This design comes from an exercise in tuning for small area and a short achievable clock period on the open sky130 flow, not from production work. In this exercise RTL edits were held to simulation tests only and were not proved equivalent to the original. Power figures rest on the tool's default switching activity, not on a simulated workload.

**flow/config.mk**
```make
export PLATFORM = sky130hd
export DESIGN_NAME = TopLevelCPU
export DESIGN_NICKNAME = TopLevelCPU
export VERILOG_FILES = /design/flow/design.v
export SDC_FILE = /design/flow/constraint.sdc
export NUM_CORES = 4
export LEC_CHECK = 0
export CAP_MARGIN = 10
export CORE_MARGIN = 2
export CORE_UTILIZATION = 60
export CTS_CLUSTER_DIAMETER = 100
export CTS_CLUSTER_SIZE = 30
export GPL_TIMING_DRIVEN = 0
export PLACE_DENSITY = 0.7
export SLEW_MARGIN = 10
export SYNTH_HIERARCHICAL = 1
export SYNTH_MINIMUM_KEEP_SIZE = 0
```
**flow/constraint.sdc**
```tcl
create_clock -name core_clock -period 38.0 [get_ports {clk}]
set_input_delay 7.6000 -clock core_clock [delete_from_list [all_inputs] [get_ports {clk}]]
set_output_delay 7.6000 -clock core_clock [all_outputs]
set_load 0.01 [all_outputs]
```
**flow/design.v**
```verilog
module ProgramCounter (
    input wire clk,
    input wire rst,
    input wire load,              
    input wire inc,               
    input wire [15:0] pc_in,
    output reg [15:0] pc_out
);
    wire [15:0] pc_next;
    wire [16:0] c;
    assign c[0] = inc;
    genvar i;
    generate
        for (i = 0; i < 16; i = i + 1) begin : inc_
            HalfAdd u (.a(pc_out[i]), .b(c[i]), .s(pc_next[i]), .co(c[i+1]));
        end
    endgenerate
    always @(posedge clk or posedge rst) begin
        if (rst)
            pc_out <= 16'd0;
        else
            pc_out <= load ? pc_in : pc_next;
    end
endmodule
module InstructionRegister (
    input wire clk,
    input wire rst,
    input wire load,
    input wire [15:0] instr_in,
    output reg [15:0] instr_out
);
    wire [15:0] d;
    wire hold = ~load;
    genvar b;
    generate
        for (b = 0; b < 16; b = b + 1) begin : bit_
            HoldMux hm (.ld(load), .hold(hold), .d(instr_in[b]), .q(instr_out[b]), .y(d[b]));
        end
    endgenerate
    always @(posedge clk or posedge rst) begin
        if (rst)
            instr_out <= 16'd0;
        else
            instr_out <= d;
    end
endmodule
module RfReadBit (
    input wire [7:1] sel,
    input wire [7:1] bits,
    output wire out
);
    wire g0, g1;
    Aoi222 u0 (.a0(sel[1]), .b0(bits[1]), .a1(sel[2]), .b1(bits[2]), .a2(sel[3]), .b2(bits[3]), .y(g0));
    Aoi222 u1 (.a0(sel[4]), .b0(bits[4]), .a1(sel[5]), .b1(bits[5]), .a2(sel[6]), .b2(bits[6]), .y(g1));
    assign out = ~(g0 & g1 & ~(sel[7] & bits[7]));
endmodule
module RfDebugBit (
    input wire [7:1] sel,
    input wire [7:1] bits,
    output wire out
);
    wire g0 = ~((sel[1] & bits[1]) | (sel[2] & bits[2]));
    wire g1 = ~((sel[3] & bits[3]) | (sel[4] & bits[4]));
    wire g2 = ~((sel[5] & bits[5]) | (sel[6] & bits[6]));
    wire g3 = ~(sel[7] & bits[7]);
    assign out = ~(g0 & g1 & g2 & g3);
endmodule
module RegisterFile (
    input wire clk,
    input wire we,
    input wire [2:0] raddr1,
    input wire [2:0] raddr2,
    input wire [2:0] waddr,
    input wire [15:0] wdata,
    input wire [2:0] reg_select,
    output wire [15:0] rdata1,
    output wire [15:0] rdata2,
    output wire [15:0] reg_data_selected
);
    reg [15:0] regs [1:7];
    wire [15:0] regs_d [1:7];
    wire [7:0] wsel = {8{we}} & (8'd1 << waddr);
    wire [7:0] rsel1 = 8'd1 << raddr1;
    wire [7:0] rsel2 = 8'd1 << raddr2;
    wire [7:0] dsel = 8'd1 << reg_select;
    genvar w, b;
    generate
        for (w = 1; w < 8; w = w + 1) begin : word
            wire hold = ~wsel[w];
            for (b = 0; b < 16; b = b + 1) begin : bit_
                HoldMux hm (.ld(wsel[w]), .hold(hold), .d(wdata[b]), .q(regs[w][b]), .y(regs_d[w][b]));
            end
        end
        for (b = 0; b < 16; b = b + 1) begin : rbit
            wire [7:1] col;
            for (w = 1; w < 8; w = w + 1) begin : c
                assign col[w] = regs[w][b];
            end
            RfReadBit ra (.sel(rsel1[7:1]), .bits(col), .out(rdata1[b]));
            RfReadBit rb (.sel(rsel2[7:1]), .bits(col), .out(rdata2[b]));
            RfDebugBit rd (.sel(dsel[7:1]), .bits(col), .out(reg_data_selected[b]));
        end
    endgenerate
    integer k;
    always @(posedge clk) begin
        for (k = 1; k < 8; k = k + 1)
            regs[k] <= regs_d[k];
    end
endmodule
module HoldMux (
    input wire ld,
    input wire hold,
    input wire d,
    input wire q,
    output wire y
);
    assign y = (ld & d) | (hold & q);
endmodule
module Aoi222 (
    input wire a0, b0, a1, b1, a2, b2,
    output wire y
);
    assign y = ~((a0 & b0) | (a1 & b1) | (a2 & b2));
endmodule
module Decode6 (
    input wire [5:0] a,
    input wire en,
    output wire [63:0] sel
);
    wire [7:0] lo = {8{en}} & (8'd1 << a[2:0]);
    wire [7:0] hi = 8'd1 << a[5:3];
    genvar k;
    generate
        for (k = 0; k < 64; k = k + 1) begin : g
            assign sel[k] = lo[k % 8] & hi[k / 8];
        end
    endgenerate
endmodule
module RamReadBit (
    input wire [63:0] sel,
    input wire [63:0] bits,
    output wire out
);
    wire [20:0] g;
    genvar i;
    generate
        for (i = 0; i < 21; i = i + 1) begin : t
            Aoi222 u (.a0(sel[3*i]), .b0(bits[3*i]), .a1(sel[3*i+1]), .b1(bits[3*i+1]),
                      .a2(sel[3*i+2]), .b2(bits[3*i+2]), .y(g[i]));
        end
    endgenerate
    assign out = ~(&g) | (sel[63] & bits[63]);
endmodule
module SimpleRAM (
    input wire clk,
    input wire we,
    input wire [5:0] addr,
    input wire [15:0] din,
    input wire prog_we,
    input wire [5:0] prog_addr,
    input wire [15:0] prog_data,
    output wire [15:0] dout
);
    reg [15:0] mem [0:63];
    wire [15:0] mem_d [0:63];
    reg [5:0] raddr;
    wire [5:0] waddr = prog_we ? prog_addr : addr;
    wire [15:0] wdata = prog_we ? prog_data : din;
    wire [63:0] wsel, rsel;
    Decode6 wdec (.a(waddr), .en(prog_we | we), .sel(wsel));
    Decode6 rdec (.a(raddr), .en(1'b1), .sel(rsel));
    genvar w, b;
    generate
        for (w = 0; w < 64; w = w + 1) begin : word
            wire hold = ~wsel[w];
            for (b = 0; b < 16; b = b + 1) begin : bit_
                HoldMux hm (.ld(wsel[w]), .hold(hold), .d(wdata[b]), .q(mem[w][b]), .y(mem_d[w][b]));
            end
        end
        for (b = 0; b < 16; b = b + 1) begin : rbit
            wire [63:0] col;
            for (w = 0; w < 64; w = w + 1) begin : c
                assign col[w] = mem[w][b];
            end
            RamReadBit rb (.sel(rsel), .bits(col), .out(dout[b]));
        end
    endgenerate
    integer k;
    always @(posedge clk) begin
        for (k = 0; k < 64; k = k + 1)
            mem[k] <= mem_d[k];
        raddr <= addr;
    end
endmodule
module SharedMultiplier (
    input wire [15:0] a,
    input wire [5:0] b,
    input wire [10:0] e,
    output wire [16:0] p
);
    wire [16:0] pn;
    assign p = ~pn;
    wire pp_0_0 = ~(a[0] & b[0]);
    wire pp_0_1 = ~(a[1] & b[0]);
    wire pp_0_2 = ~(a[2] & b[0]);
    wire pp_0_3 = ~(a[3] & b[0]);
    wire pp_0_4 = ~(a[4] & b[0]);
    wire pp_0_5 = ~(a[5] & b[0]);
    wire pp_0_6 = ~(a[6] & b[0]);
    wire pp_0_7 = ~(a[7] & b[0]);
    wire pp_0_8 = ~(a[8] & b[0]);
    wire pp_0_9 = ~(a[9] & b[0]);
    wire pp_0_10 = ~(a[10] & b[0]);
    wire pp_0_11 = ~(a[11] & b[0]);
    wire pp_0_12 = ~(a[12] & b[0]);
    wire pp_0_13 = ~(a[13] & b[0]);
    wire pp_0_14 = ~(a[14] & b[0]);
    wire pp_0_15 = ~(a[15] & b[0]);
    wire pp_1_0 = ~(a[0] & b[1]);
    wire pp_1_1 = ~(a[1] & b[1]);
    wire pp_1_2 = ~(a[2] & b[1]);
    wire pp_1_3 = ~(a[3] & b[1]);
    wire pp_1_4 = ~(a[4] & b[1]);
    wire pp_1_5 = ~(a[5] & b[1]);
    wire pp_1_6 = ~(a[6] & b[1]);
    wire pp_1_7 = ~(a[7] & b[1]);
    wire pp_1_8 = ~(a[8] & b[1]);
    wire pp_1_9 = ~(a[9] & b[1]);
    wire pp_1_10 = ~(a[10] & b[1]);
    wire pp_1_11 = ~(a[11] & b[1]);
    wire pp_1_12 = ~(a[12] & b[1]);
    wire pp_1_13 = ~(a[13] & b[1]);
    wire pp_1_14 = ~(a[14] & b[1]);
    wire pp_2_0 = ~(a[0] & b[2]);
    wire pp_2_1 = ~(a[1] & b[2]);
    wire pp_2_2 = ~(a[2] & b[2]);
    wire pp_2_3 = ~(a[3] & b[2]);
    wire pp_2_4 = ~(a[4] & b[2]);
    wire pp_2_5 = ~(a[5] & b[2]);
    wire pp_2_6 = ~(a[6] & b[2]);
    wire pp_2_7 = ~(a[7] & b[2]);
    wire pp_2_8 = ~(a[8] & b[2]);
    wire pp_2_9 = ~(a[9] & b[2]);
    wire pp_2_10 = ~(a[10] & b[2]);
    wire pp_2_11 = ~(a[11] & b[2]);
    wire pp_2_12 = ~(a[12] & b[2]);
    wire pp_2_13 = ~(a[13] & b[2]);
    wire pp_3_0 = ~(a[0] & b[3]);
    wire pp_3_1 = ~(a[1] & b[3]);
    wire pp_3_2 = ~(a[2] & b[3]);
    wire pp_3_3 = ~(a[3] & b[3]);
    wire pp_3_4 = ~(a[4] & b[3]);
    wire pp_3_5 = ~(a[5] & b[3]);
    wire pp_3_6 = ~(a[6] & b[3]);
    wire pp_3_7 = ~(a[7] & b[3]);
    wire pp_3_8 = ~(a[8] & b[3]);
    wire pp_3_9 = ~(a[9] & b[3]);
    wire pp_3_10 = ~(a[10] & b[3]);
    wire pp_3_11 = ~(a[11] & b[3]);
    wire pp_3_12 = ~(a[12] & b[3]);
    wire pp_4_0 = ~(a[0] & b[4]);
    wire pp_4_1 = ~(a[1] & b[4]);
    wire pp_4_2 = ~(a[2] & b[4]);
    wire pp_4_3 = ~(a[3] & b[4]);
    wire pp_4_4 = ~(a[4] & b[4]);
    wire pp_4_5 = ~(a[5] & b[4]);
    wire pp_4_6 = ~(a[6] & b[4]);
    wire pp_4_7 = ~(a[7] & b[4]);
    wire pp_4_8 = ~(a[8] & b[4]);
    wire pp_4_9 = ~(a[9] & b[4]);
    wire pp_4_10 = ~(a[10] & b[4]);
    wire pp_4_11 = ~(a[11] & b[4]);
    wire pp_5_0 = ~(a[0] & b[5]);
    wire pp_5_1 = ~(a[1] & b[5]);
    wire pp_5_2 = ~(a[2] & b[5]);
    wire pp_5_3 = ~(a[3] & b[5]);
    wire pp_5_4 = ~(a[4] & b[5]);
    wire pp_5_5 = ~(a[5] & b[5]);
    wire pp_5_6 = ~(a[6] & b[5]);
    wire pp_5_7 = ~(a[7] & b[5]);
    wire pp_5_8 = ~(a[8] & b[5]);
    wire pp_5_9 = ~(a[9] & b[5]);
    wire pp_5_10 = ~(a[10] & b[5]);
    wire ex_0 = ~e[0];
    wire ex_1 = ~e[1];
    wire ex_2 = ~e[2];
    wire ex_3 = ~e[3];
    wire ex_4 = ~e[4];
    wire ex_5 = ~e[5];
    wire ex_6 = ~e[6];
    wire ex_7 = ~e[7];
    wire ex_8 = ~e[8];
    wire ex_9 = ~e[9];
    wire ex_10 = ~e[10];
    wire s1, c2;
    FullAdd ha2 (.a(pp_0_5), .b(pp_1_4), .ci(1'b1), .s(s1), .co(c2));
    wire s3, c4;
    FullAdd fa4 (.a(pp_0_6), .b(pp_1_5), .ci(pp_2_4), .s(s3), .co(c4));
    wire s5, c6;
    FullAdd fa6 (.a(pp_0_7), .b(pp_1_6), .ci(pp_2_5), .s(s5), .co(c6));
    wire s7, c8;
    FullAdd fa8 (.a(pp_0_8), .b(pp_1_7), .ci(pp_2_6), .s(s7), .co(c8));
    wire s9, c10;
    FullAdd fa10 (.a(pp_0_9), .b(pp_1_8), .ci(pp_2_7), .s(s9), .co(c10));
    wire s11, c12;
    FullAdd fa12 (.a(pp_0_10), .b(pp_1_9), .ci(pp_2_8), .s(s11), .co(c12));
    wire s13, c14;
    FullAdd ha14 (.a(pp_0_11), .b(pp_1_10), .ci(1'b1), .s(s13), .co(c14));
    wire s15, c16;
    FullAdd ha16 (.a(pp_0_12), .b(pp_1_11), .ci(1'b1), .s(s15), .co(c16));
    wire s17, c18;
    FullAdd ha18 (.a(pp_0_13), .b(pp_1_12), .ci(1'b1), .s(s17), .co(c18));
    wire s19, c20;
    FullAdd ha20 (.a(pp_0_14), .b(pp_1_13), .ci(1'b1), .s(s19), .co(c20));
    wire s21, c22;
    FullAdd ha22 (.a(pp_0_15), .b(pp_1_14), .ci(1'b1), .s(s21), .co(c22));
    wire s23, c24;
    FullAdd ha24 (.a(pp_0_3), .b(pp_1_2), .ci(1'b1), .s(s23), .co(c24));
    wire s25, c26;
    FullAdd fa26 (.a(pp_0_4), .b(pp_1_3), .ci(pp_2_2), .s(s25), .co(c26));
    wire s27, c28;
    FullAdd ha28 (.a(pp_3_1), .b(pp_4_0), .ci(1'b1), .s(s27), .co(c28));
    wire s29, c30;
    FullAdd fa30 (.a(s1), .b(pp_2_3), .ci(pp_3_2), .s(s29), .co(c30));
    wire s31, c32;
    FullAdd fa32 (.a(pp_4_1), .b(pp_5_0), .ci(ex_5), .s(s31), .co(c32));
    wire s33, c34;
    FullAdd fa34 (.a(c2), .b(s3), .ci(pp_3_3), .s(s33), .co(c34));
    wire s35, c36;
    FullAdd fa36 (.a(pp_4_2), .b(pp_5_1), .ci(ex_6), .s(s35), .co(c36));
    wire s37, c38;
    FullAdd fa38 (.a(c4), .b(s5), .ci(pp_3_4), .s(s37), .co(c38));
    wire s39, c40;
    FullAdd fa40 (.a(pp_4_3), .b(pp_5_2), .ci(ex_7), .s(s39), .co(c40));
    wire s41, c42;
    FullAdd fa42 (.a(c6), .b(s7), .ci(pp_3_5), .s(s41), .co(c42));
    wire s43, c44;
    FullAdd fa44 (.a(pp_4_4), .b(pp_5_3), .ci(ex_8), .s(s43), .co(c44));
    wire s45, c46;
    FullAdd fa46 (.a(c8), .b(s9), .ci(pp_3_6), .s(s45), .co(c46));
    wire s47, c48;
    FullAdd fa48 (.a(pp_4_5), .b(pp_5_4), .ci(ex_9), .s(s47), .co(c48));
    wire s49, c50;
    FullAdd fa50 (.a(c10), .b(s11), .ci(pp_3_7), .s(s49), .co(c50));
    wire s51, c52;
    FullAdd fa52 (.a(pp_4_6), .b(pp_5_5), .ci(ex_10), .s(s51), .co(c52));
    wire s53, c54;
    FullAdd fa54 (.a(c12), .b(s13), .ci(pp_2_9), .s(s53), .co(c54));
    wire s55, c56;
    FullAdd fa56 (.a(pp_3_8), .b(pp_4_7), .ci(pp_5_6), .s(s55), .co(c56));
    wire s57, c58;
    FullAdd fa58 (.a(c14), .b(s15), .ci(pp_2_10), .s(s57), .co(c58));
    wire s59, c60;
    FullAdd fa60 (.a(pp_3_9), .b(pp_4_8), .ci(pp_5_7), .s(s59), .co(c60));
    wire s61, c62;
    FullAdd fa62 (.a(c16), .b(s17), .ci(pp_2_11), .s(s61), .co(c62));
    wire s63, c64;
    FullAdd fa64 (.a(pp_3_10), .b(pp_4_9), .ci(pp_5_8), .s(s63), .co(c64));
    wire s65, c66;
    FullAdd fa66 (.a(c18), .b(s19), .ci(pp_2_12), .s(s65), .co(c66));
    wire s67, c68;
    FullAdd fa68 (.a(pp_3_11), .b(pp_4_10), .ci(pp_5_9), .s(s67), .co(c68));
    wire s69, c70;
    FullAdd fa70 (.a(c20), .b(s21), .ci(pp_2_13), .s(s69), .co(c70));
    wire s71, c72;
    FullAdd fa72 (.a(pp_3_12), .b(pp_4_11), .ci(pp_5_10), .s(s71), .co(c72));
    wire s73, c74;
    FullAdd ha74 (.a(pp_0_2), .b(pp_1_1), .ci(1'b1), .s(s73), .co(c74));
    wire s75, c76;
    FullAdd fa76 (.a(s23), .b(pp_2_1), .ci(pp_3_0), .s(s75), .co(c76));
    wire s77, c78;
    FullAdd fa78 (.a(c24), .b(s25), .ci(s27), .s(s77), .co(c78));
    wire s79, c80;
    FullAdd fa80 (.a(c26), .b(c28), .ci(s29), .s(s79), .co(c80));
    wire s81, c82;
    FullAdd fa82 (.a(c30), .b(c32), .ci(s33), .s(s81), .co(c82));
    wire s83, c84;
    FullAdd fa84 (.a(c34), .b(c36), .ci(s37), .s(s83), .co(c84));
    wire s85, c86;
    FullAdd fa86 (.a(c38), .b(c40), .ci(s41), .s(s85), .co(c86));
    wire s87, c88;
    FullAdd fa88 (.a(c42), .b(c44), .ci(s45), .s(s87), .co(c88));
    wire s89, c90;
    FullAdd fa90 (.a(c46), .b(c48), .ci(s49), .s(s89), .co(c90));
    wire s91, c92;
    FullAdd fa92 (.a(c50), .b(c52), .ci(s53), .s(s91), .co(c92));
    wire s93, c94;
    FullAdd fa94 (.a(c54), .b(c56), .ci(s57), .s(s93), .co(c94));
    wire s95, c96;
    FullAdd fa96 (.a(c58), .b(c60), .ci(s61), .s(s95), .co(c96));
    wire s97, c98;
    FullAdd fa98 (.a(c62), .b(c64), .ci(s65), .s(s97), .co(c98));
    wire s99, c100;
    FullAdd fa100 (.a(c66), .b(c68), .ci(s69), .s(s99), .co(c100));
    wire s101, c102;
    FullAdd ha102 (.a(c70), .b(c72), .ci(1'b1), .s(s101), .co(c102));
    wire s103, c104;
    FullAdd ha104 (.a(pp_0_1), .b(pp_1_0), .ci(1'b1), .s(s103), .co(c104));
    wire s105, c106;
    FullAdd fa106 (.a(s73), .b(pp_2_0), .ci(ex_2), .s(s105), .co(c106));
    wire s107, c108;
    FullAdd fa108 (.a(c74), .b(s75), .ci(ex_3), .s(s107), .co(c108));
    wire s109, c110;
    FullAdd fa110 (.a(c76), .b(s77), .ci(ex_4), .s(s109), .co(c110));
    wire s111, c112;
    FullAdd fa112 (.a(c78), .b(s79), .ci(s31), .s(s111), .co(c112));
    wire s113, c114;
    FullAdd fa114 (.a(c80), .b(s81), .ci(s35), .s(s113), .co(c114));
    wire s115, c116;
    FullAdd fa116 (.a(c82), .b(s83), .ci(s39), .s(s115), .co(c116));
    wire s117, c118;
    FullAdd fa118 (.a(c84), .b(s85), .ci(s43), .s(s117), .co(c118));
    wire s119, c120;
    FullAdd fa120 (.a(c86), .b(s87), .ci(s47), .s(s119), .co(c120));
    wire s121, c122;
    FullAdd fa122 (.a(c88), .b(s89), .ci(s51), .s(s121), .co(c122));
    wire s123, c124;
    FullAdd fa124 (.a(c90), .b(s91), .ci(s55), .s(s123), .co(c124));
    wire s125, c126;
    FullAdd fa126 (.a(c92), .b(s93), .ci(s59), .s(s125), .co(c126));
    wire s127, c128;
    FullAdd fa128 (.a(c94), .b(s95), .ci(s63), .s(s127), .co(c128));
    wire s129, c130;
    FullAdd fa130 (.a(c96), .b(s97), .ci(s67), .s(s129), .co(c130));
    wire s131, c132;
    FullAdd fa132 (.a(c98), .b(s99), .ci(s71), .s(s131), .co(c132));
    wire s133, c134;
    FullAdd fa134 (.a(c100), .b(s101), .ci(c22), .s(s133), .co(c134));
    wire r135;
    FullAdd ha135 (.a(pp_0_0), .b(ex_0), .ci(1'b1), .s(pn[0]), .co(r135));
    wire r136;
    FullAdd fa136 (.a(s103), .b(ex_1), .ci(r135), .s(pn[1]), .co(r136));
    wire r137;
    FullAdd fa137 (.a(c104), .b(s105), .ci(r136), .s(pn[2]), .co(r137));
    wire r138;
    FullAdd fa138 (.a(c106), .b(s107), .ci(r137), .s(pn[3]), .co(r138));
    wire r139;
    FullAdd fa139 (.a(c108), .b(s109), .ci(r138), .s(pn[4]), .co(r139));
    wire r140;
    FullAdd fa140 (.a(c110), .b(s111), .ci(r139), .s(pn[5]), .co(r140));
    wire r141;
    FullAdd fa141 (.a(c112), .b(s113), .ci(r140), .s(pn[6]), .co(r141));
    wire r142;
    FullAdd fa142 (.a(c114), .b(s115), .ci(r141), .s(pn[7]), .co(r142));
    wire r143;
    FullAdd fa143 (.a(c116), .b(s117), .ci(r142), .s(pn[8]), .co(r143));
    wire r144;
    FullAdd fa144 (.a(c118), .b(s119), .ci(r143), .s(pn[9]), .co(r144));
    wire r145;
    FullAdd fa145 (.a(c120), .b(s121), .ci(r144), .s(pn[10]), .co(r145));
    wire r146;
    FullAdd fa146 (.a(c122), .b(s123), .ci(r145), .s(pn[11]), .co(r146));
    wire r147;
    FullAdd fa147 (.a(c124), .b(s125), .ci(r146), .s(pn[12]), .co(r147));
    wire r148;
    FullAdd fa148 (.a(c126), .b(s127), .ci(r147), .s(pn[13]), .co(r148));
    wire r149;
    FullAdd fa149 (.a(c128), .b(s129), .ci(r148), .s(pn[14]), .co(r149));
    wire r150;
    FullAdd fa150 (.a(c130), .b(s131), .ci(r149), .s(pn[15]), .co(r150));
    wire r151;
    FullAdd fa151 (.a(c132), .b(s133), .ci(r150), .s(pn[16]), .co(r151));
endmodule
module FullAdd (
    input wire a,
    input wire b,
    input wire ci,
    output wire s,
    output wire co
);
    assign s = a ^ b ^ ci;
    assign co = (a & b) | (a & ci) | (b & ci);
endmodule
module HalfAdd (
    input wire a,
    input wire b,
    output wire s,
    output wire co
);
    assign s = a ^ b;
    assign co = a & b;
endmodule
module LogicBit (
    input wire a,
    input wire b,
    input wire t12,
    input wire t3,
    output wire y
);
    assign y = (a & b) ? t3 : ((a | b) ? t12 : 1'b0);
endmodule
module IntegerALU (
    input wire [15:0] op1,
    input wire [15:0] op2,
    input wire [2:0] shamt,
    input wire sub,
    input wire sra,
    input wire [3:0] opcode,
    output wire [15:0] sum,
    output wire [15:0] logic_r,
    output wire [15:0] shr
);
    RippleAdd #(16) add (.a(op1), .b(op2 ^ {16{sub}}), .ci(sub), .s(sum), .co());
    wire t12 = (opcode != 4'b0010);
    wire t3 = (opcode == 4'b0010) || (opcode == 4'b0011);
    genvar i;
    generate
        for (i = 0; i < 16; i = i + 1) begin : lb
            LogicBit u (.a(op1[i]), .b(op2[i]), .t12(t12), .t3(t3), .y(logic_r[i]));
        end
    endgenerate
    wire signed [16:0] shr_in = {sra & op1[15], op1};
    wire signed [16:0] shr_out = shr_in >>> shamt;
    assign shr = shr_out[15:0];
endmodule
module RippleAdd #(parameter W = 4) (
    input wire [W-1:0] a,
    input wire [W-1:0] b,
    input wire ci,
    output wire [W-1:0] s,
    output wire co
);
    wire [W:0] c;
    assign c[0] = ci;
    genvar i;
    generate
        for (i = 0; i < W; i = i + 1) begin : fa
            FullAdd u (.a(a[i]), .b(b[i]), .ci(c[i]), .s(s[i]), .co(c[i+1]));
        end
    endgenerate
    assign co = c[W];
endmodule
module FloatingPointALU (
    input wire [15:0] op1,
    input wire [15:0] op2,
    input wire [21:0] mant_mul,    
    output wire [15:0] fadd,
    output wire [15:0] fmul
);
    wire s1 = op1[15];
    wire s2 = op2[15];
    wire big1 = (op1[14:0] >= op2[14:0]);
    wire [4:0] eb = big1 ? op1[14:10] : op2[14:10];
    wire [9:0] fb = big1 ? op1[9:0] : op2[9:0];
    wire [9:0] fs = big1 ? op2[9:0] : op1[9:0];
    wire [4:0] d12, d21;
    RippleAdd #(5) dsub12 (.a(op1[14:10]), .b(~op2[14:10]), .ci(1'b1), .s(d12), .co());
    RippleAdd #(5) dsub21 (.a(op2[14:10]), .b(~op1[14:10]), .ci(1'b1), .s(d21), .co());
    wire [4:0] d = big1 ? d12 : d21;
    wire [10:0] a0 = {1'b1, fs};
    wire [10:0] a1 = d[0] ? {1'b0, a0[10:1]} : a0;
    wire [10:0] a2 = d[1] ? {2'b0, a1[10:2]} : a1;
    wire [10:0] a3 = d[2] ? {4'b0, a2[10:4]} : a2;
    wire [10:0] a4 = d[3] ? {8'b0, a3[10:8]} : a3;
    wire [10:0] msh = d[4] ? 11'd0 : a4;
    wire same = (s1 == s2);
    wire [10:0] addend = same ? msh : ~msh;
    wire [11:0] sum12;
    wire clo;
    wire [5:0] hi0, hi1;
    wire co0, co1;
    RippleAdd #(5) msum_lo (.a(fb[4:0]), .b(addend[4:0]), .ci(~same), .s(sum12[4:0]), .co(clo));
    RippleAdd #(6) msum_h0 (.a({1'b1, fb[9:5]}), .b(addend[10:5]), .ci(1'b0), .s(hi0), .co(co0));
    RippleAdd #(6) msum_h1 (.a({1'b1, fb[9:5]}), .b(addend[10:5]), .ci(1'b1), .s(hi1), .co(co1));
    assign sum12[11:5] = clo ? {co1, hi1} : {co0, hi0};
    wire ovf = same & sum12[11];
    wire [10:0] x0 = ovf ? sum12[11:1] : sum12[10:0];
    wire [4:0] ebm1 = eb - 5'd1;
    wire [4:0] e0 = ovf ? eb : ebm1;
    wire er_zero = ovf ? (eb == 5'd31) : (eb == 5'd0);
    wire x_zero = (x0 == 11'd0);
    wire c8 = (x0[10:3] == 8'd0) && (e0[4] || e0[3]);
    wire [10:0] x1 = c8 ? {x0[2:0], 8'd0} : x0;
    wire [4:0] e1 = c8 ? e0 - 5'd8 : e0;
    wire c4 = (x1[10:7] == 4'd0) && (e1[4] || e1[3] || e1[2]);
    wire [10:0] x2 = c4 ? {x1[6:0], 4'd0} : x1;
    wire [4:0] e2 = c4 ? e1 - 5'd4 : e1;
    wire c2 = (x2[10:9] == 2'd0) && (e2[4:1] != 4'd0);
    wire [10:0] x3 = c2 ? {x2[8:0], 2'd0} : x2;
    wire [4:0] e3 = c2 ? e2 - 5'd2 : e2;
    wire c1 = !x3[10] && (e3 != 5'd0);
    wire [9:0] x4 = c1 ? x3[8:0] << 1 : x3[9:0];
    wire [4:0] e4 = c1 ? e3 - 5'd1 : e3;
    wire [9:0] fadd_m = er_zero ? x0[10:1] : x4;
    wire [4:0] fadd_e = (er_zero || x_zero) ? 5'd0 : e4;
    assign fadd = {big1 ? s1 : s2, fadd_e, fadd_m};
    wire top = mant_mul[21];
    wire [4:0] fmul_e = op1[14:10] + op2[14:10] + 5'd17 + {4'd0, top};
    wire [9:0] fmul_m = top ? mant_mul[20:11] : mant_mul[19:10];
    assign fmul = {s1 ^ s2, fmul_e, fmul_m};
endmodule
module ControlUnit (
    input wire clk,
    input wire rst,
    input wire [3:0] opcode,
    output wire st_fetch,
    output wire st_decode,
    output wire st_exmem,      
    output wire st_wb,
    output wire st_branch
);
    localparam FETCH   = 3'b000,
               DECODE  = 3'b001,
               EXECUTE = 3'b011,
               MEM     = 3'b010,
               WB      = 3'b110,
               BRANCH  = 3'b100;
    reg [2:0] state;
    reg [2:0] next_state;
    wire op_branch = (opcode == 4'b1010) || (opcode == 4'b1110) || (opcode == 4'b1111);
    wire op_mem = (opcode == 4'b1100) || (opcode == 4'b1101);
    always @(posedge clk or posedge rst) begin
        if (rst)
            state <= FETCH;
        else
            state <= next_state;
    end
    always @(*) begin
        case (state)
            FETCH:   next_state = DECODE;
            DECODE:  next_state = op_branch ? BRANCH : EXECUTE;
            EXECUTE: next_state = op_mem ? MEM : WB;
            MEM:     next_state = WB;
            default: next_state = FETCH;
        endcase
    end
    assign st_fetch  = (state == FETCH);
    assign st_decode = (state == DECODE);
    assign st_exmem  = (state == EXECUTE) || (state == MEM);
    assign st_wb     = (state == WB);
    assign st_branch = (state == BRANCH);
endmodule
module TopLevelCPU (
    input wire clk,
    input wire rst,
    input wire mode_run,          
    input wire step,              
    input wire [2:0] reg_select,  
    input wire prog_we,           
    input wire [5:0] prog_addr,
    input wire [15:0] prog_data,
    output wire [15:0] pc_out,
    output wire [15:0] instr_out,
    output wire [15:0] reg_debug
);
    wire [15:0] instr;
    wire [15:0] mem_out;
    wire [3:0] opcode = instr[15:12];
    wire [2:0] rd = instr[11:9];
    wire [2:0] rs = instr[8:6];
    wire [2:0] rt = instr[5:3];
    wire [2:0] imm = instr[2:0];
    wire st_fetch, st_decode, st_exmem, st_wb, st_branch;
    ControlUnit CU (
        .clk(clk),
        .rst(rst),
        .opcode(opcode),
        .st_fetch(st_fetch),
        .st_decode(st_decode),
        .st_exmem(st_exmem),
        .st_wb(st_wb),
        .st_branch(st_branch)
    );
    wire [15:0] op1, op2;
    wire [15:0] write_data;
    wire rf_we = st_wb && (opcode != 4'b1101);
    RegisterFile RF (
        .clk(clk),
        .we(rf_we),
        .raddr1(rs),
        .raddr2(rt),
        .waddr(rd),
        .wdata(write_data),
        .reg_select(reg_select),
        .rdata1(op1),
        .rdata2(op2),
        .reg_data_selected(reg_debug)
    );
    wire [15:0] logic_r;
    wire equal = (logic_r == 16'd0);
    wire pc_load = st_branch && (!opcode[2] || (opcode[0] ? !equal : equal));
    ProgramCounter PC (
        .clk(clk),
        .rst(rst),
        .load(pc_load),
        .inc(st_fetch),
        .pc_in({4'b0000, instr[11:0]}),
        .pc_out(pc_out)
    );
    SimpleRAM RAM (
        .clk(clk),
        .we(st_exmem && opcode == 4'b1101),
        .addr(pc_out[5:0]),
        .din(op2),
        .prog_we(prog_we),
        .prog_addr(prog_addr),
        .prog_data(prog_data),
        .dout(mem_out)
    );
    InstructionRegister IR (
        .clk(clk),
        .rst(rst),
        .load(st_fetch),
        .instr_in(mem_out),
        .instr_out(instr)
    );
    wire op_fmul = (opcode == 4'b1011);
    wire op_sll = (opcode == 4'b0110);
    wire [15:0] mul_a = op_fmul ? {5'd0, 1'b1, op1[9:0]} : op1;
    wire [15:0] mul_b = op_fmul ? {5'd0, 1'b1, op2[9:0]} :
                        op_sll  ? {8'd0, 8'd1 << imm} : op2;
    reg [16:0] mul_acc;
    reg [5:0] mul_low;
    wire [16:0] mul_arr;
    wire [5:0] mul_bpass = st_decode ? mul_b[5:0] :
                           st_wb     ? {2'b00, mul_b[15:12]} : mul_b[11:6];
    SharedMultiplier MUL (
        .a(mul_a),
        .b(mul_bpass),
        .e({11{!st_decode}} & mul_acc[16:6]),
        .p(mul_arr)
    );
    always @(posedge clk) begin
        mul_acc <= mul_arr;
        mul_low <= mul_acc[5:0];
    end
    wire [21:0] prod = {mul_arr[9:0], mul_acc[5:0], mul_low};
    wire [15:0] sum, shr;
    IntegerALU ALU (
        .op1(op1),
        .op2(op2),
        .shamt(imm),
        .sub(opcode[0]),
        .sra(opcode[3]),
        .opcode(opcode),
        .sum(sum),
        .logic_r(logic_r),
        .shr(shr)
    );
    wire [15:0] fadd, fmul;
    FloatingPointALU FPU (
        .op1(op1),
        .op2(op2),
        .mant_mul(prod),
        .fadd(fadd),
        .fmul(fmul)
    );
    reg [15:0] result;
    always @(*) begin
        case (opcode)
            4'b0000, 4'b0001: result = sum;
            4'b0010, 4'b0011, 4'b0100: result = logic_r;
            4'b0101, 4'b0110: result = prod[15:0];
            4'b0111, 4'b1000: result = shr;
            4'b1001: result = fadd;
            4'b1011: result = fmul;
            default: result = mem_out;
        endcase
    end
    assign write_data = result;
    assign instr_out = instr;
endmodule
```
**flow/flow/run.sh**
```bash
#!/bin/bash
# Layout flow: the standard flow (standard.sh, standard synthesis included)
# with two changes to how the layout is made, at the design's clock and
# constraints: the port buffers are buf_4 cells instead of the slow delay
# buffers buffer_ports picks by default, and timing repair aims for a setup
# slack margin so that it also speeds up paths that already meet the clock.
# make's full output goes to run_standard.log; each step's tool output is in
# orfs/logs/.
set -euo pipefail
bash standard.sh \
  "BUFFER_PORTS_ARGS=-buffer_cell sky130_fd_sc_hd__buf_4" \
  "SETUP_SLACK_MARGIN=22" \
  finish > run_standard.log 2>&1
```
**flow/standard.sh**
```bash
#!/bin/bash
# synth_recipe.tcl (not shown) runs the flow's synth.tcl, then flattens the netlist and writes it again
# the make line also repeats each setting of config.mk as NAME=value (left out here)
make -C /OpenROAD-flow-scripts/flow DESIGN_CONFIG=/design/flow/config.mk WORK_HOME=/design/flow/orfs CLKGATE_MAP_FILE= SYNTH_SCRIPT=/design/flow/synth_recipe.tcl "${@:-finish}"
```
==> summary.txt <==
P_leak 21.0 nW; commonest non-fill, non-tap cell in the layout dfxtp_1; IO Count a little under 80; capturing point of the worst reg2reg path RF.regs[1][5]; setup TNS 0 ns; measured slew at the worst slew-check pin 1.36 ns; layout cells sized above 1 9.21%; Sequential Power Share 50.8%; clock slew at reported path FFs 0.11 ns; Async S/R FF share, synth 2.92%; hold_sp mul_acc[3]; CTS max path bufs 3; Hold Path Sink mul_low[3]; Final ANT Viol Nets 0; Int Pwr approximately 2.2 mW; met1 wire length between 70000 and 80000 µm; Vias 43622; worst-skew pair later-pin latency 0.65 ns; Multi-input gate area approximately 26000 µm²; synthesized area ~51000 µm²; Fmax achieved 60.9 MHz; drt total wl 177000 µm; number of synthesized flops with an enable pin 0; first-pass iteration count of the detailed router 11; Placer Congestion 0.971; largest net degree at the start of global routing between 50 and 60; number of buffers added on ports 75; Final Hold Vio Count 0; worst r2r src IR.instr_out[3]; cell count of the worst hold path 0; register bit count reported by yosys 1200; post-detail-place hpwl 116000 µm; GR Util All Layers about two fifths; Startpoint Class primary input; Synth cell types roughly 110; # hold bufs at CTS 0; # nets final 4809; Fillers 6641; Setup CP Type primary input to output port; VDD IR-drop max 0.0469 mV; Comb pwr share a little under a third; worst slack at placement 21.26 ns; Cell Rows 106; die area 87100 µm²; DRC Markers 0; RSZ-0062 raised after global routing yes; chip width 295 µm; P&R area growth vs syn 8.84%; Final Max Tran Viols 0; number of global-route vias before repair 40146; Clk network pwr share 18.7%; CP Max Fanout 16; Sw Ratio 35.0%; Vias/cell 7.58; Hold WC Path Type register to register; final setup violating endpoints 0; Slew HR 8.76%; met3 routed WL 23600 µm; total CTS buffers 46; PnR worst setup slack ~22 ns; switching pwr 1.17 mW; CTS tree built; CORE AREA 83800 µm²; first-pass GRT wire length 262000 µm; Tcrit/Tclk final a little over two fifths; reg2reg setup slack between 20 and 25 ns; Top Metal Used met5; initial antenna violation count 2; CTS Sinks 1200; Synth Instances 4427; Power Density 60.5 nW/µm²; R2R depth 47; GRT overflow 0; Worst setup EP type output port; required time of the critical path between 30 and 40 ns; Yosys warning count 16; Synth Flop Type dfxtp_1; Initial Util about three fifths; status finished clean; drt wl/cell around 30 µm; register area between 20000 and 25000 µm²; Mapped Avg Cell Area 11.5 µm²; Crit path arrival time 8.83 ns; Max Cap Viol 0; initial DRC count approximately 7700; most frequent cells in the layout dfxtp_1, a22o_1, a222oi_1; Tmin final 16.43 ns; CTS root buffer clkbuf_16; sequential area share after synthesis 47.6%; met2 WL post-DR about 74000 µm; chip height 295 µm; H-tree Lvls 2; clock skew 0.0467 ns
-- per-layer routing --
layer  track usage [%]  vias up
li1                  -    18761
met1              58.8    21556
met2              55.3     2909
met3              9.55      394
met4              12.3        2
met5                 0        -
-- cells by family (layout without fill, tap and decap cells) --
| kind of cell | count (synthesis) | after routing | share of synthesized area (%) |
|---|---|---|---|
| mux | 141 | 141 | 3.12 |
| simple gates | 769 | 769 | 7.80 |
| fa+ha+maj | 170 | 170 | 6.07 |
| compound gates | 1872 | 1872 | 32.5 |
| other cells | 5 | 24 | 0.0369 |
| xor+xnor | 42 | 42 | 0.738 |
| buf+inv | 228 | 400 | 2.09 |
| flops | 1200 | 1200 | 47.6 |
-- modules after synthesis (local to each module, per instance), a selection --
module               cells  times used
SimpleRAM             1120           1
LogicBit                 3          16
InstructionRegister     18           1
RfDebugBit               4          16
FloatingPointALU       488           1
Decode6                 95           2
Aoi222                   1         400
HalfAdd                  1          16
RfReadBit                2          32
RegisterFile           151           1
IntegerALU              94           1
SharedMultiplier       117           1
TopLevelCPU            182           1
-- power groups by stage --
stage          clock network (mW)  logic [mW]  registers, mW
4_1_cts                     0.625       0.981           1.69
6_report                    0.625        1.02           1.70
3_5_place_dp                    0       0.977           1.72
3_3_place_gp                    0       0.945           1.71
5_1_grt                     0.667        1.08           1.73
2_1_floorplan                   0       0.689           1.67
-- final cells by class --
| class | count | area share, % |
|---|---|---|
| buffer | 90 | 0.988 |
| tap | 1134 | 2.56 |
| sequential | 1200 | 43.7 |
| inverter | 138 | 0.936 |
| clock buffer | 51 | 2.15 |
| clock inverter | 5 | 0.120 |
| antenna | 1 | 0.00452 |
| multi-input combinational | 3017 | 47.2 |
| timing repair buffer | 116 | 2.30 |
-- critical path, stage by stage --
cell	delay, ns
buf_4	0.15
and3b_2	0.38
a22oi_1	0.27
nand3_1	0.21
buf_4	0.21
-- synthesized netlist by cell type (8+ instances only) --
cell / n / area, µm²
a22o_1: 1155 / 10100
nor3_1: 17 / 85.1
nor3b_1: 13 / 97.6
a21oi_1: 33 / 165
nand4_1: 75 / 469
nand4b_1: 11 / 96.3
a21o_1: 8 / 60.1
o21ai_0: 46 / 230
buf_6: 15 / 169
nand2_1: 242 / 908
mux2_2: 48 / 541
nand3_1: 99 / 495
mux2i_1: 72 / 721
xnor2_1: 23 / 201
buf_4: 14 / 105
a22oi_1: 39 / 293
a21boi_0: 8 / 60.1
a211oi_1: 26 / 195
buf_2: 20 / 100
inv_1: 134 / 503
mux2_4: 12 / 180
a222oi_1: 449 / 4490
nor2b_1: 22 / 138
ha_1: 42 / 526
nand4bb_1: 10 / 113
and3b_1: 10 / 87.6
nor2_1: 162 / 608
fa_1: 128 / 2560
xor2_1: 18 / 158
a31oi_1: 8 / 50.1
nand2b_1: 9 / 56.3
dfxtp_1: 1165 / 23300
nor4_1: 28 / 175
clkbuf_1: 35 / 131
o22ai_1: 14 / 87.6
dfrtp_1: 35 / 876
-- stage by stage --
step	total power, mW	hold WS (ns)	utilization [%]	std cells	cell area, µm²
final	3.35	0.359	66.0	5752	55300
after global routing	3.48	0.367	66.0	5751	55300
after CTS	3.30	0.351	65.5	5741	54900
after detailed placement	2.69	0.349	63.8	5680	53500
after global placement	2.66	0.351	63.1	5654	52900
after floorplan	2.36	0.330	-	4445	50900
-- state kept, by name, indices dropped and copies added (netlist names) --
name / count
IR.instr_out: 16
CU.state: 3
RAM.raddr: 6
RAM.mem: 1024
mul_low: 6
mul_acc: 17
RF.regs: 112
PC.pc_out: 16
-- repair_timing --
item / in CTS / in global routing
setup endpoints to repair: 16 / 114
resized for setup: 13 / 45
pin swaps: 33 / 5
setup buffers: 3 / 2
cloned: 2 / 0
-- worst max path at each step --
stage | depth (start not counted) | endpoint | from | slack [ns]
final | 5 | reg_debug[9] | reg_select[1] | 21.57
after global routing | 6 | reg_debug[5] | reg_select[0] | 21.56
after CTS | 6 | reg_debug[5] | reg_select[0] | 21.61
after detailed placement | 5 | reg_debug[5] | reg_select[1] | 21.26
after global placement | 46 | RF.regs[5][9] | IR.instr_out[3] | 21.13
after floorplan | 3 | reg_debug[0] | reg_select[0] | 22.07

## afterwards: timing with drivers on the ports
The results above use ideal ports. As a check the final layout listed here was re-extracted and re-timed, cells and wires unchanged. Step 1 sets driving cells, clkbuf_16 on the clock port and buf_2 on the other inputs (assumed; they add their load-dependent delay and slew). Step 2 moves the port delays by t, midway between the first and last clock arrival at a register: inputs arrive t later, outputs are due t later. That takes back most of the time a late clock gives input paths. a / b / c = ideal / step 1 / step 2; a / b = the first two.
t, ns: 0.703
setup WS [ns]: 21.575 / 21.535 / 21.535
worst slew at a driven data input, ns: 0.07
After both steps this run still meets setup and hold. For this run, drivers alone change the setup slack by -0.040 ns; drivers and shift together by -0.040 ns.
